This design comes from an exercise in tuning for small area and a short achievable clock period on the open sky130 flow, not from production work.
Power figures rest on the tool's default switching activity, not on a simulated workload.

Setup of indigo:
==> module sync_fifo_core, before the edit <==
module sync_fifo_core #(
  parameter int P_DATA_WIDTH = 9
) (
  input  logic clk_i,
  input  logic rst_i,
  input  logic wr_i,                         
  input  logic [P_DATA_WIDTH-1:0] data_i,
  input  logic rd_i,                         
  output logic [P_DATA_WIDTH-1:0] head_o,    
  output logic empty_o,                      
  output logic [P_DATA_WIDTH-1:0] head_n_o,  
  output logic empty_n_o                     
);
  localparam int D = 63;
  logic [6:0] cnt;
  logic [P_DATA_WIDTH-1:0] head, nh, rdata, nh_n, head_n;
  logic empty;
  logic full, has_data, wrm, rdm, empty_n, sh_en, nh_from_in;
  logic [D-1:0] sel;
  assign full       = cnt[6];
  assign has_data   = (cnt != 7'd0);
  assign wrm        = wr_i & ~full;
  assign rdm        = (rd_i | empty) & has_data;
  assign empty_n    = ~rdm & (rd_i | empty);
  assign head_n     = rdm ? nh : head;
  assign nh_from_in = rdm ? (cnt == 7'd1) : (cnt == 7'd0);
  assign sh_en      = wrm & ~nh_from_in;
  assign nh_n       = nh_from_in ? data_i : (rdm ? rdata : nh);
  always_comb
    for (int i = 0; i < D; i++) sel[i] = (cnt == 7'(i + 2));
  sdp_1clk_ram #(.P_DATA_WIDTH(P_DATA_WIDTH), .P_DEPTH(D)) u_ram (
    .clk_i    (clk_i),
    .wr_i     (sh_en),
    .data_wr_i(data_i),
    .sel_i    (sel),
    .data_rd_o(rdata)
  );
  always_ff @(posedge clk_i) begin
    if (rst_i) begin
      cnt   <= 7'd0;
      empty <= 1'b1;
    end else begin
      cnt   <= cnt + 7'(wrm) - 7'(rdm);
      empty <= empty_n;
    end
  end
  always_ff @(posedge clk_i) begin
    head <= head_n;
    nh   <= nh_n;
  end
  assign head_o    = head;
  assign empty_o   = empty;
  assign head_n_o  = head_n;
  assign empty_n_o = empty_n;
endmodule
==> flow/config.mk <==
export PLATFORM = sky130hd
export DESIGN_NAME = crossbar_top
export DESIGN_NICKNAME = crossbar_top
export VERILOG_FILES = /design/flow/design.v
export SDC_FILE = /design/flow/constraint.sdc
export NUM_CORES = 4
export LEC_CHECK = 0
export ABC_CLOCK_PERIOD_IN_PS = 2000
export CAP_MARGIN = 20
export CORE_MARGIN = 2
export CORE_UTILIZATION = 60
export CTS_CLUSTER_DIAMETER = 80
export CTS_CLUSTER_SIZE = 30
export SETUP_SLACK_MARGIN = 2.5
export SLEW_MARGIN = 20
==> flow/constraint.sdc <==
create_clock -name core_clock -period 5.5 [get_ports {clk_i}]
set_input_delay 1.1000 -clock core_clock [delete_from_list [all_inputs] [get_ports {clk_i}]]
set_output_delay 1.1000 -clock core_clock [all_outputs]
set_load 0.01 [all_outputs]
run.sh (not shown) runs the stock make flow with config.mk's settings and CLKGATE_MAP_FILE= SYNTH_SCRIPT=/design/flow/synth_recipe.tcl, a recipe that flattens the netlist after the stock synthesis.
Here is what was changed in the inputs of yarrow compared with indigo.
==> flow/design.v, changed modules only <==
module sync_fifo_core #(
  parameter int P_DATA_WIDTH = 9
) (
  input  logic clk_i,
  input  logic rst_i,
  input  logic wr_i,                         
  input  logic [P_DATA_WIDTH-1:0] data_i,
  input  logic rd_i,                         
  output logic [P_DATA_WIDTH-1:0] head_o,    
  output logic empty_o,                      
  output logic [P_DATA_WIDTH-1:0] head_n_o,  
  output logic empty_n_o                     
);
  localparam int D = 63;
  logic [6:0] cnt, cnt_inc, cnt_dec;
  logic [P_DATA_WIDTH-1:0] head, nh, rdata, nh_n, head_n;
  logic empty;
  logic full, has_data, wrm, rdm, empty_n, sh_en, nh_from_in;
  logic [D-1:0] sel;
  always_comb
    for (int i = 0; i < 7; i++) begin
      cnt_inc[i] = cnt[i] ^ ((cnt & 7'((1 << i) - 1)) == 7'((1 << i) - 1));
      cnt_dec[i] = cnt[i] ^ ((cnt & 7'((1 << i) - 1)) == 7'd0);
    end
  assign full       = cnt[6];
  assign has_data   = (cnt != 7'd0);
  assign wrm        = wr_i & ~full;
  assign rdm        = (rd_i | empty) & has_data;
  assign empty_n    = ~rdm & (rd_i | empty);
  assign head_n     = rdm ? nh : head;
  assign nh_from_in = rdm ? (cnt == 7'd1) : (cnt == 7'd0);
  assign sh_en      = wrm & ~nh_from_in;
  assign nh_n       = nh_from_in ? data_i : (rdm ? rdata : nh);
  always_comb
    for (int i = 0; i < D; i++) sel[i] = (cnt == 7'(i + 2));
  sdp_1clk_ram #(.P_DATA_WIDTH(P_DATA_WIDTH), .P_DEPTH(D)) u_ram (
    .clk_i    (clk_i),
    .wr_i     (sh_en),
    .data_wr_i(data_i),
    .sel_i    (sel),
    .data_rd_o(rdata)
  );
  always_ff @(posedge clk_i) begin
    if (rst_i) begin
      cnt   <= 7'd0;
      empty <= 1'b1;
    end else begin
      if (wrm & ~rdm)      cnt <= cnt_inc;
      else if (rdm & ~wrm) cnt <= cnt_dec;
      empty <= empty_n;
    end
  end
  always_ff @(posedge clk_i) begin
    head <= head_n;
    nh   <= nh_n;
  end
  assign head_o    = head;
  assign empty_o   = empty;
  assign head_n_o  = head_n;
  assign empty_n_o = empty_n;
endmodule
[summary]
Non-clock buffer count delta for yarrow relative to indigo: 280 lower. Going from indigo to yarrow, internal power summed over all cells up 6.6%; placement row count up 2; total CTS buffers up about 0.7%; final critical-path required period down 0.066 ns. Relative to indigo, yarrow degrades total power. Comparing yarrow and indigo, the higher die span in x is on yarrow. Run comparison: indigo end point of the critical path u_crossbar.g_tx[0].g_q[0].u_q.nh[7]; yarrow end point of the critical path u_crossbar.g_tx[2].g_q[0].u_q.u_ram.sh_q[358]. Going from indigo to yarrow, power share of the clock group lost 1.9 points, layout overhead on the synthesized area went down by 2.8 points, sequential share of cell area has increased. Worst path buffer plus inverter count ends up higher on indigo.
No run of this note included a check of the RTL's function; only the layout flow was run.

==> afterwards: timing with drivers on the ports <==
How much do the figures lean on ideal ports? The routed layouts below were timed once more, with nothing changed but the port constraints.
Step 1 (the two cells are an assumption about what drives the block):
set clk [get_ports {clk_i}]
set_driving_cell -lib_cell sky130_fd_sc_hd__clkbuf_16 $clk
set_driving_cell -lib_cell sky130_fd_sc_hd__buf_2 [delete_from_list [all_inputs] $clk]
Step 2 adds t to the input delays and takes it off the output delays; t is the mean of the earliest and latest rising clock arrival at the registers after step 1. Input paths then give back, and output paths get back, about the clock's delay inside the block.
Three values: ideal ports, drivers, drivers and shift; two values: the first two.
run	shift t [ns]	slack for setup (ns)	clock arrival spread, ns	worst register clock-pin slew, ns
indigo	1.133	2.368 / 2.368 / 1.485	0.072 / 0.072	0.12 / 0.12
yarrow	1.119	2.434 / 2.442 / 1.413	0.083 / 0.083	0.12 / 0.12
After both steps every run listed still meets setup and hold. For yarrow, which loses most, drivers alone change the setup slack by +0.008 ns; drivers and shift together by -1.021 ns.
